From an optimization exercise on the open Yosys and OpenROAD flow, aimed at small area; shortcuts taken in it are not production practice.
Function was checked by simulation only, so behaviour that the tests miss may differ from the original.
Power figures rest on the tool's default switching activity, not on a simulated workload.

`design/flow/design.v`:
```
module top(
    input clk,
    input rst,
    input jumpButton,
    input duckButton,
    input start,
    output collided,
    output Hsynq,
    output Vsynq,
    output run,
    output dead,
    input resetButton,
    output [3:0] Red,
    output [3:0] Green,
    output [3:0] Blue
    );
    reg [7:0] hq;    
    reg [2:0] hr;    
    reg [6:0] vq;    
    reg [2:0] vr;    
    reg en;          
    wire hr4 = hr[2];                        
    wire hend = hr4 & hq[7] & (&hq[4:0]);    
    always @(posedge clk) begin
        if (rst) begin
            hq <= 0; hr <= 0; en <= 0;
        end else begin
            en <= hend;
            if (hr4) begin
                hr <= 0;
                hq <= hend ? 8'd0 : hq + 8'd1;
            end else
                hr <= hr + 3'd1;
        end
    end
    always @(posedge clk) begin
        if (rst) begin
            vq <= 0; vr <= 0;
        end else if (en) begin
            if (vr[2]) begin
                vr <= 0;
                vq <= (vq[6] & vq[5] & vq[3]) ? 7'd0 : vq + 7'd1;    
            end else
                vr <= vr + 3'd1;
        end
    end
    assign Hsynq = (hq < 19) | ((hq == 19) & (hr == 0));    
    assign Vsynq = (vq == 0) & ~vr[2] & ~vr[1];            
    reg [11:0] ac;
    reg anim;
    wire t10 = hq[0] & hr4;                  
    wire awrap = t10 & (ac == 12'd3124);
    always @(posedge clk) begin
        if (rst) begin
            ac <= 0; anim <= 0;
        end else begin
            if (t10) ac <= awrap ? 12'd0 : ac + 12'd1;
            if (awrap) anim <= ~anim;
        end
    end
    reg menu, run_r, dead_r, col;
    always @(posedge clk) begin
        if (rst) begin
            menu <= 1; run_r <= 0; dead_r <= 0;
        end else begin
            menu <= ~start;
            if (start) begin
                run_r <= ~col;
                dead_r <= col;
            end
        end
    end
    wire gs1 = ~menu & run_r;
    assign run = run_r;
    assign dead = dead_r;
    assign collided = col;
    reg seg;
    reg [6:0] c;
    wire otick = hr4 & (hq == 8'd79) & (vr == 3'd2);
    always @(posedge clk) begin
        if (rst) begin
            seg <= 1; c <= 7'd78; col <= 0;
        end else if (otick) begin
            if (resetButton) begin
                seg <= 1; c <= 7'd78; col <= 0;
            end else if (gs1) begin
                if (seg) begin
                    col <= 0;
                    if (c == 7'd31) seg <= 0;
                    else c <= c - 7'd1;
                end else if (~jumpButton && c >= 7'd12) begin
                    c <= c - 7'd1; col <= 0;
                end else if (jumpButton && c >= 7'd13) begin
                    col <= 1;
                end else begin
                    seg <= 1; c <= 7'd78;
                end
            end
        end
    end
    wire [7:0] e = hq - {c, 1'b0} - {7'd0, seg & (hr < 3)};
  wire cact_px = (e>=0 && e<4 && vq>=60 && vq<70)
      | (e>=1 && e<3 && vq>=59 && vq<70)
      | (e>=0 && e<19 && vq>=67 && vq<70)
      | (e>=6 && e<11 && vq>=57 && vq<77)
      | (e>=7 && e<11 && vq>=56 && vq<77)
      | (e>=8 && e<10 && vq>=55 && vq<77)
      | (e>=15 && e<19 && vq>=60 && vq<70)
      | (e>=16 && e<18 && vq>=59 && vq<70);
    wire hlt783 = (hq < 156) | ((hq == 156) & (hr < 3));
    wire ground = (vq == 77) & (hq >= 29) & hlt783;
    reg o;
    always @(posedge clk) begin
        if (rst) o <= 0;
        else if (gs1) o <= ~((e < 19) & cact_px | ground);
    end
    reg jreg;    
    always @(posedge clk) if (gs1) jreg <= ~jumpButton;
    wire jeff = gs1 ? (duckButton & ~jumpButton) : jreg;
    wire [6:0] db0 = vq + (jeff ? 7'd98 : 7'd74);    
    wire [4:0] db = ((db0 == 7'd21) & (vr == 0)) ? 5'd23 : db0[4:0];
    wire dbok = db0 < 7'd23;
  wire body_blk = (hq>=39 && hq<40 && db>=6 && db<16)
      | (hq>=39 && hq<43 && db>=9 && db<16)
      | (hq>=41 && hq<43 && db>=9 && db<18)
      | (hq>=41 && hq<45 && db>=11 && db<18)
      | (hq>=41 && hq<55 && db>=12 && db<18)
      | (hq>=47 && hq<55 && db>=11 && db<18)
      | (hq>=50 && hq<55 && db>=7 && db<18)
      | (hq>=53 && hq<54 && db>=1 && db<18)
      | (hq>=53 && hq<61 && db>=1 && db<3)
      | (hq>=53 && hq<55 && db>=4 && db<18)
      | (hq>=55 && hq<57 && db>=1 && db<13)
      | (hq>=55 && hq<61 && db>=1 && db<6)
      | (hq>=50 && hq<60 && db>=7 && db<8)
      | (hq>=50 && hq<60 && db>=10 && db<11)
      | (hq>=58 && hq<60 && db>=10 && db<13);
  wire body_hld = (hq>=53 && hq<54 && db>=0 && db<1);
  wire st0_blk = (hq>=45 && hq<47 && db>=18 && db<24)
      | (hq>=45 && hq<51 && db>=18 && db<19)
      | (hq>=45 && hq<48 && db>=21 && db<24)
      | (hq>=50 && hq<51 && db>=18 && db<21)
      | (hq>=50 && hq<53 && db>=19 && db<21)
      | (hq>=51 && hq<53 && db>=23 && db<24);
  wire st0_hld = (hq>=51 && hq<53 && db>=18 && db<19);
  wire st1_blk = (hq>=45 && hq<48 && db>=18 && db<21)
      | (hq>=45 && hq<51 && db>=18 && db<19)
      | (hq>=50 && hq<51 && db>=18 && db<24)
      | (hq>=50 && hq<53 && db>=21 && db<23);
  wire st1_hld = (hq>=45 && hq<47 && db>=23 && db<24)
      | (hq>=51 && hq<53 && db>=18 && db<19);
  wire dd_blk = (hq>=45 && hq<47 && db>=18 && db<24)
      | (hq>=45 && hq<51 && db>=18 && db<19)
      | (hq>=45 && hq<48 && db>=21 && db<24)
      | (hq>=50 && hq<51 && db>=18 && db<24)
      | (hq>=50 && hq<53 && db>=21 && db<24);
  wire dd_hld = 1'b0;
  wire cr_blk = (hq>=39 && hq<40 && db>=8 && db<18)
      | (hq>=40 && hq<41 && db>=9 && db<21)
      | (hq>=40 && hq<42 && db>=9 && db<19)
      | (hq>=40 && hq<42 && db>=20 && db<21)
      | (hq>=40 && hq<47 && db>=11 && db<19)
      | (hq>=44 && hq<45 && db>=10 && db<24)
      | (hq>=44 && hq<47 && db>=10 && db<20)
      | (hq>=44 && hq<47 && db>=22 && db<23)
      | (hq>=44 && hq<49 && db>=10 && db<18)
      | (hq>=44 && hq<52 && db>=10 && db<16)
      | (hq>=51 && hq<52 && db>=10 && db<18)
      | (hq>=51 && hq<53 && db>=11 && db<18)
      | (hq>=39 && hq<54 && db>=11 && db<16)
      | (hq>=51 && hq<54 && db>=17 && db<18)
      | (hq>=39 && hq<61 && db>=11 && db<13)
      | (hq>=56 && hq<61 && db>=10 && db<14)
      | (hq>=57 && hq<58 && db>=8 && db<14)
      | (hq>=57 && hq<66 && db>=8 && db<9)
      | (hq>=59 && hq<61 && db>=8 && db<14)
      | (hq>=59 && hq<66 && db>=8 && db<12)
      | (hq>=56 && hq<65 && db>=13 && db<14);
    wire stand = gs1 & duckButton;
    wire crouch = gs1 & ~duckButton;
    wire legs = db >= 18;
    wire st_blk = legs ? (gs1 ? (anim ? st1_blk : st0_blk) : dd_blk) : body_blk;
    wire st_hld = legs ? (gs1 ? (anim ? st1_hld : st0_hld) : dd_hld) : body_hld;
    wire d_blk = dbok & (crouch ? cr_blk : st_blk);
    wire d_hld = dbok & ~crouch & st_hld;
    reg r;
    always @(posedge clk) begin
        if (menu) r <= 1;
        else if (~d_hld) r <= ~d_blk;
    end
  wire menu_px = (hq>=62 && hq<64 && vq>=44 && vq<60)
      | (hq>=62 && hq<124 && vq>=44 && vq<47)
      | (hq>=62 && hq<72 && vq>=53 && vq<55)
      | (hq>=62 && hq<124 && vq>=57 && vq<60)
      | (hq>=66 && hq<80 && vq>=49 && vq<51)
      | (hq>=74 && hq<76 && vq>=44 && vq<60)
      | (hq>=74 && hq<80 && vq>=49 && vq<60)
      | (hq>=82 && hq<88 && vq>=49 && vq<60)
      | (hq>=86 && hq<88 && vq>=44 && vq<60)
      | (hq>=90 && hq<95 && vq>=49 && vq<51)
      | (hq>=90 && hq<95 && vq>=53 && vq<60)
      | (hq>=97 && hq<99 && vq>=44 && vq<60)
      | (hq>=101 && hq<102 && vq>=44 && vq<49)
      | (hq>=101 && hq<114 && vq>=51 && vq<60)
      | (hq>=101 && hq<103 && vq>=44 && vq<48)
      | (hq>=103 && hq<114 && vq>=50 && vq<60)
      | (hq>=104 && hq<114 && vq>=49 && vq<60)
      | (hq>=108 && hq<110 && vq>=44 && vq<60)
      | (hq>=116 && hq<124 && vq>=49 && vq<60)
      | (hq>=120 && hq<124 && vq>=44 && vq<60);
  wire gover_px = (hq>=44 && hq<49 && vq>=22 && vq<47)
      | (hq>=44 && hq<64 && vq>=22 && vq<27)
      | (hq>=44 && hq<64 && vq>=42 && vq<47)
      | (hq>=49 && hq<54 && vq>=52 && vq<77)
      | (hq>=54 && hq<64 && vq>=32 && vq<37)
      | (hq>=49 && hq<69 && vq>=52 && vq<57)
      | (hq>=49 && hq<69 && vq>=72 && vq<77)
      | (hq>=59 && hq<64 && vq>=32 && vq<47)
      | (hq>=64 && hq<69 && vq>=52 && vq<77)
      | (hq>=69 && hq<74 && vq>=22 && vq<47)
      | (hq>=69 && hq<89 && vq>=22 && vq<27)
      | (hq>=69 && hq<89 && vq>=32 && vq<37)
      | (hq>=74 && hq<79 && vq>=52 && vq<69)
      | (hq>=76 && hq<79 && vq>=52 && vq<71)
      | (hq>=78 && hq<79 && vq>=52 && vq<73)
      | (hq>=79 && hq<81 && vq>=67 && vq<75)
      | (hq>=81 && hq<83 && vq>=69 && vq<77)
      | (hq>=81 && hq<86 && vq>=71 && vq<77)
      | (hq>=84 && hq<89 && vq>=22 && vq<47)
      | (hq>=85 && hq<86 && vq>=69 && vq<77)
      | (hq>=85 && hq<88 && vq>=69 && vq<75)
      | (hq>=87 && hq<88 && vq>=67 && vq<75)
      | (hq>=87 && hq<90 && vq>=67 && vq<73)
      | (hq>=89 && hq<90 && vq>=52 && vq<73)
      | (hq>=89 && hq<92 && vq>=52 && vq<71)
      | (hq>=89 && hq<94 && vq>=52 && vq<69)
      | (hq>=94 && hq<99 && vq>=22 && vq<47)
      | (hq>=94 && hq<119 && vq>=22 && vq<27)
      | (hq>=99 && hq<104 && vq>=52 && vq<77)
      | (hq>=104 && hq<109 && vq>=22 && vq<37)
      | (hq>=99 && hq<119 && vq>=52 && vq<57)
      | (hq>=99 && hq<119 && vq>=62 && vq<67)
      | (hq>=99 && hq<119 && vq>=72 && vq<77)
      | (hq>=114 && hq<119 && vq>=22 && vq<47)
      | (hq>=124 && hq<129 && vq>=22 && vq<47)
      | (hq>=124 && hq<129 && vq>=52 && vq<77)
      | (hq>=124 && hq<144 && vq>=22 && vq<27)
      | (hq>=124 && hq<144 && vq>=32 && vq<37)
      | (hq>=124 && hq<144 && vq>=42 && vq<47)
      | (hq>=124 && hq<144 && vq>=52 && vq<57)
      | (hq>=124 && hq<144 && vq>=62 && vq<67)
      | (hq>=131 && hq<136 && vq>=62 && vq<69)
      | (hq>=133 && hq<136 && vq>=62 && vq<71)
      | (hq>=135 && hq<136 && vq>=62 && vq<73)
      | (hq>=135 && hq<138 && vq>=69 && vq<73)
      | (hq>=137 && hq<138 && vq>=69 && vq<75)
      | (hq>=137 && hq<140 && vq>=71 && vq<75)
      | (hq>=139 && hq<144 && vq>=52 && vq<67)
      | (hq>=139 && hq<140 && vq>=71 && vq<77)
      | (hq>=139 && hq<142 && vq>=73 && vq<77)
      | (hq>=139 && hq<144 && vq>=75 && vq<77);
    reg p;
    always @(posedge clk) p <= start ? gover_px : menu_px;
    wire hge143 = (hq >= 29) | ((hq == 28) & (hr >= 3));
    wire hge144 = (hq >= 29) | ((hq == 28) & hr4);
    wire hlt784 = (hq < 156) | ((hq == 156) & ~hr4);
    wire inF = hge144 & hlt784 & (vq >= 7) & (vq < 103);
    wire R1 = (vq >= 55) & (vq < 77);
    wire R2 = (vq == 77);
    wire R3 = (vq >= 31) & (vq < 53);
    wire [7:0] lim = duckButton ? 8'd61 : 8'd66;
    reg w1;
    always @* begin
        if (R1) begin
            if (~jumpButton) w1 = hge143 & hlt784 & o;
            else if ((hq >= lim) & hlt784) w1 = o;
            else if ((hq >= 39) & (hq < lim)) w1 = r;
            else w1 = inF;
        end else if (R2) begin
            if ((hq >= 29) & hlt784) w1 = o;
            else w1 = inF;
        end else if (R3 & (hq >= 39) & (hq < 61)) w1 = r;
        else w1 = inF;
    end
    wire w = gs1 ? w1 : (inF & p);
    assign Red = {4{w}};
    assign Green = {4{w}};
    assign Blue = {4{w}};
endmodule
```
`design/flow/run.sh`:
```
#!/bin/bash
# synth_recipe.tcl (not shown) runs the flow's synth.tcl, then flattens the netlist and writes it again
# the make line also repeats each setting of config.mk as NAME=value (left out here)
make -C /OpenROAD-flow-scripts/flow DESIGN_CONFIG=/design/flow/config.mk WORK_HOME=/design/flow/orfs CLKGATE_MAP_FILE= SYNTH_SCRIPT=/design/flow/synth_recipe.tcl finish
```
`design/flow/config.mk`:
```
export PLATFORM = sky130hd
export DESIGN_NAME = top
export DESIGN_NICKNAME = top
export VERILOG_FILES = /design/flow/design.v
export SDC_FILE = /design/flow/constraint.sdc
export NUM_CORES = 4
export LEC_CHECK = 0
export CAP_MARGIN = 20
export CORE_MARGIN = 2
export CORE_UTILIZATION = 40
export SLEW_MARGIN = 20
```
`design/flow/constraint.sdc`:
```
create_clock -name core_clock -period 10.0 [get_ports {clk}]
set_input_delay 2.0000 -clock core_clock [delete_from_list [all_inputs] [get_ports {clk}]]
set_output_delay 2.0000 -clock core_clock [all_outputs]
set_load 0.01 [all_outputs]
```
==> summary.txt <==
-- cell usage after synthesis (8+ instances only) --
master | n | area share
o22ai_1 | 18 | 0.018
nand2b_1 | 17 | 0.017
a21o_1 | 8 | 0.0095
nand3_1 | 40 | 0.032
buf_4 | 18 | 0.021
and3_1 | 8 | 0.0080
xor2_1 | 14 | 0.019
o21ai_0 | 56 | 0.045
a21oi_1 | 75 | 0.060
inv_1 | 38 | 0.023
nand4_1 | 12 | 0.012
ha_1 | 45 | 0.089
a31oi_1 | 13 | 0.013
nand2_1 | 95 | 0.057
dfxtp_1 | 50 | 0.16
or3_1 | 9 | 0.0089
o21bai_1 | 8 | 0.0095
clkbuf_1 | 23 | 0.014
buf_2 | 19 | 0.015
nor2_1 | 118 | 0.070
o211ai_1 | 8 | 0.0095
nor2b_1 | 8 | 0.0080
xnor2_1 | 21 | 0.029
nor3_1 | 31 | 0.025
-- cell type report --
| cell class | count | area (um2) | share of cell area |
|---|---|---|---|
| timing repair buffer | 34 | 310 | 0.0466 |
| clock buffer | 5 | 125 | 0.0188 |
| tap | 211 | 264 | 0.0396 |
| inverter | 42 | 158 | 0.0237 |
| sequential | 51 | 1030 | 0.155 |
| clock inverter | 3 | 22.5 | 0.00338 |
| multi-input combinational | 758 | 4750 | 0.713 |
-- through the flow --
stage                     power [uW]  cell area (um2)
after floorplan                  256             6290
after global placement           276             6520
after detailed placement         276             6520
after CTS                        464             6670
after global routing             480             6670
final                            461             6670
-- routing by layer --
layer	part of all wire	vias up	global-route usage
met3	0.084	61	0.0355
li1	-	3258	-
met1	0.44	3188	0.388
met2	0.44	400	0.430
met4	0.041	0	0.134
met5	0	-	0
-- worst reg2reg max path: cells and delay by family (launching register included) --
family / cells / cell delay [ps]
simple gates: 5 / 1340
fa+ha+maj: 1 / 630
compound gates: 6 / 1050
xor+xnor: 1 / 400
flops: 1 / 440
-- cells by family after synthesis --
group           count (synthesis)  share of synthesized area
simple gates                  394                      0.312
compound gates                275                      0.284
buf+inv                       107                     0.0807
flops                          51                      0.164
fa+ha+maj                      46                     0.0926
xor+xnor                       39                     0.0608
mux                             4                    0.00636
-- flip-flops by register name, indices dropped and copies added, names as in the netlist, 3 cells and up --
name / count
ac: 12
vr: 3
vq: 7
hr: 3
hq: 8
c: 7
-- path summary, 6_finish.rpt --
kind | from | end | slack [ps] | depth (start not counted)
setup / recovery | duckButton | Green[2] | 2880 | 11
setup reg to reg | menu$_SDFF_PP1_ | r$_SDFFE_PP1N_ | 6020 | 13
hold reg to reg | hr[0]$_SDFF_PP0_ | hr[0]$_SDFF_PP0_ | 490 | 1
hold / removal | hr[0]$_SDFF_PP0_ | hr[0]$_SDFF_PP0_ | 490 | 1
-- power groups by stage --
stage	combinational, uW	clock (uW)	sequential (uW)
finish	62.2	189	210
global route	69.3	200	210
CTS	61.7	193	210
detailed placement	61.3	0	215
global placement	61.0	0	215
floorplan	42.6	0	213
==> summary.md <==
| Metric | Value |
|---|---|
| Status | `no timing/DRC/antenna violations` |
| Synth Cell Area | `6290 um2` |
| Final Max Tran Viols | `0` |
| Die X | `129 um` |
| Crit-path max FO | `12` |
| NumNets Final | `944` |
| WL final | `23,200 um` |
| Commonest non-fill, non-tap cell in the layout | `nor2_1` |
| Top_reg_cell synth | `dfxtp_1` |
| Initial Util | `0.411` |
| Post-place setup slack | `2860 ps` |
| Clock root cell | `clkbuf_16` |
| Sink Count | `51` |
| Kind of start point of the critical path | `primary input` |
| Die area | `16,800 um2` |
| Syn nets | `968` |
| Rows | `45` |
| RSZ-0062 raised after global routing | `no` |
| Initial drt markers | `1,076` |
| Pre-antenna DRT Iters | `6` |
| Clk_skew | `10.5 ps` |
| Slew @ Worst Pin | `1090 ps` |
| Final core occ | `0.435` |
| Filler Cells Inserted | `1,690` |
| CTS Buf Count | `5` |
| Worst hold slack | `486 ps` |
| CP Capture Type | `output port` |
| WS Path Type | `in -> out` |
| TritonCTS clock tree | `built` |
| Critical Path AT | `5120 ps` |
| Hold crit path type | `reg -> reg` |
| Detailed placer's ending HPWL | `17,500 um` |
| CP bufs+invs | `3` |
| Synthesized area per cell | `6.87 um2` |
| Post-synth EDFFs | `1` |
| Clock Pin Slew Worst Setup and Hold Paths | `80 ps` |
| Gp weighted congestion | `1.02` |
| Clock buffer depth | `2` |
| Sequential-to-total area share from yosys stat | `0.164` |
| Cells after Synth | `916` |
| Hold Vio Cnt, Final | `0` |
| Post-route ant nets | `0` |
| Commonest cells after routing, fill and taps aside | `nor2_1 (118), nand2_1 (95), a21oi_1 (75)` |
| Vias in the first global route | `6,359` |
| Largest net degree at the start of global routing | `39` |
| PortBufs | `22` |
| Cts hold-fix bufs | `0` |
| First-pass GRT wire length | `36,000 um` |
| Cts repair resizes | `0` |
| Power share of the combinational group | `0.135` |
| Switch Pwr | `138 uW` |
| Worst EP required | `8000 ps` |
| Internal power | `323 uW` |
| Switching power share of the total | `0.299` |
| Peak VDD IR | `0.0711 mV` |
| Area grow syn2layout | `5.90%` |
| Maximum clock rate | `140 MHz` |
| Die Height | `129 um` |
| Slowest stage cell, crit path | `clkdlybuf4s50_1` |
| Distinct cell type count after synthesis | `88` |
| Core area | `15,300 um2` |
| Skew-Pair Late Insertion Delay | `310 ps` |
| Clock Power Share | `0.409` |
| Final Cycle Share | `0.712` |
| # placed instances | `1,096` |
| Number of synthesized register bits | `51` |
| Non-Filler Instances | `1,104` |
| Gr ovfl total | `0` |
| All-Layer GR Usage | `0.280` |
| H-Tree Depth | `2` |
| P_leak | `0.00242 uW` |
| Vias after detailed routing | `6,907` |
| Pwr Density | `69.1 nW/um2` |
| Ratio of cells with drive above 1 in the final layout | `0.0571` |
| # IOs | `23` |
| # DRC | `0` |
| Final setup violation count | `0` |
| CP delay by family, top | `buffers and inverters` |
| Slew HR | `0.265` |
| Antenna cell count | `0` |
| Initial antenna violation count | `0` |
| Cell mode on critical path | `clkdlybuf4s50_1` |
| Sequential power share | `0.456` |
| Fin crit period | `7120 ps` |
| Async SR Flop Fraction | `0` |
| Synth warn | `1` |
| Critical path, cell by cell | `clkdlybuf4s50_1 -> inv_1 -> ha_1 -> or2_2 -> a211oi_1 -> a21oi_1 -> a41oi_1 -> o21ai_0 -> o21ai_1 -> a22o_1 -> clkdlybuf4s50_1` |
| Fin worst setup slack | `2880 ps` |
| Vias per cell | `6.26` |
| Avg WL per Cell | `21.0 um` |
| Setup TNS Final | `0 ps` |
| Buffer count from post-CTS setup fixing | `0` |
| Slowest stage delay, CP | `610 ps` |
| Max-Cap Viols | `0` |

-- afterwards: timing with drivers on the ports --
No port has a modelled driver above. Below, the same layout with a new extraction and two added sets of constraints.
Step 1 (the two cells are an assumption about what drives the block):
set clk [get_ports {clk}]
set_driving_cell -lib_cell sky130_fd_sc_hd__clkbuf_16 $clk
set_driving_cell -lib_cell sky130_fd_sc_hd__buf_2 [delete_from_list [all_inputs] $clk]
Step 2 moves the port delays by t, midway between the first and last clock arrival at a register: inputs arrive t later, outputs are due t later. That takes back most of the time a late clock gives input paths.
Three values: ideal, step 1, step 2; two values: the first two.
t, ns: 0.350
setup slack, ns: 2.877 / 2.848 / 2.848
worst slew at a driven data input, ns: 0.03
pins driven straight from the clock port: 1
After both steps this run still meets setup and hold. The setup slack of this run moves by -0.029 ns with the drivers and by -0.029 ns with both steps.
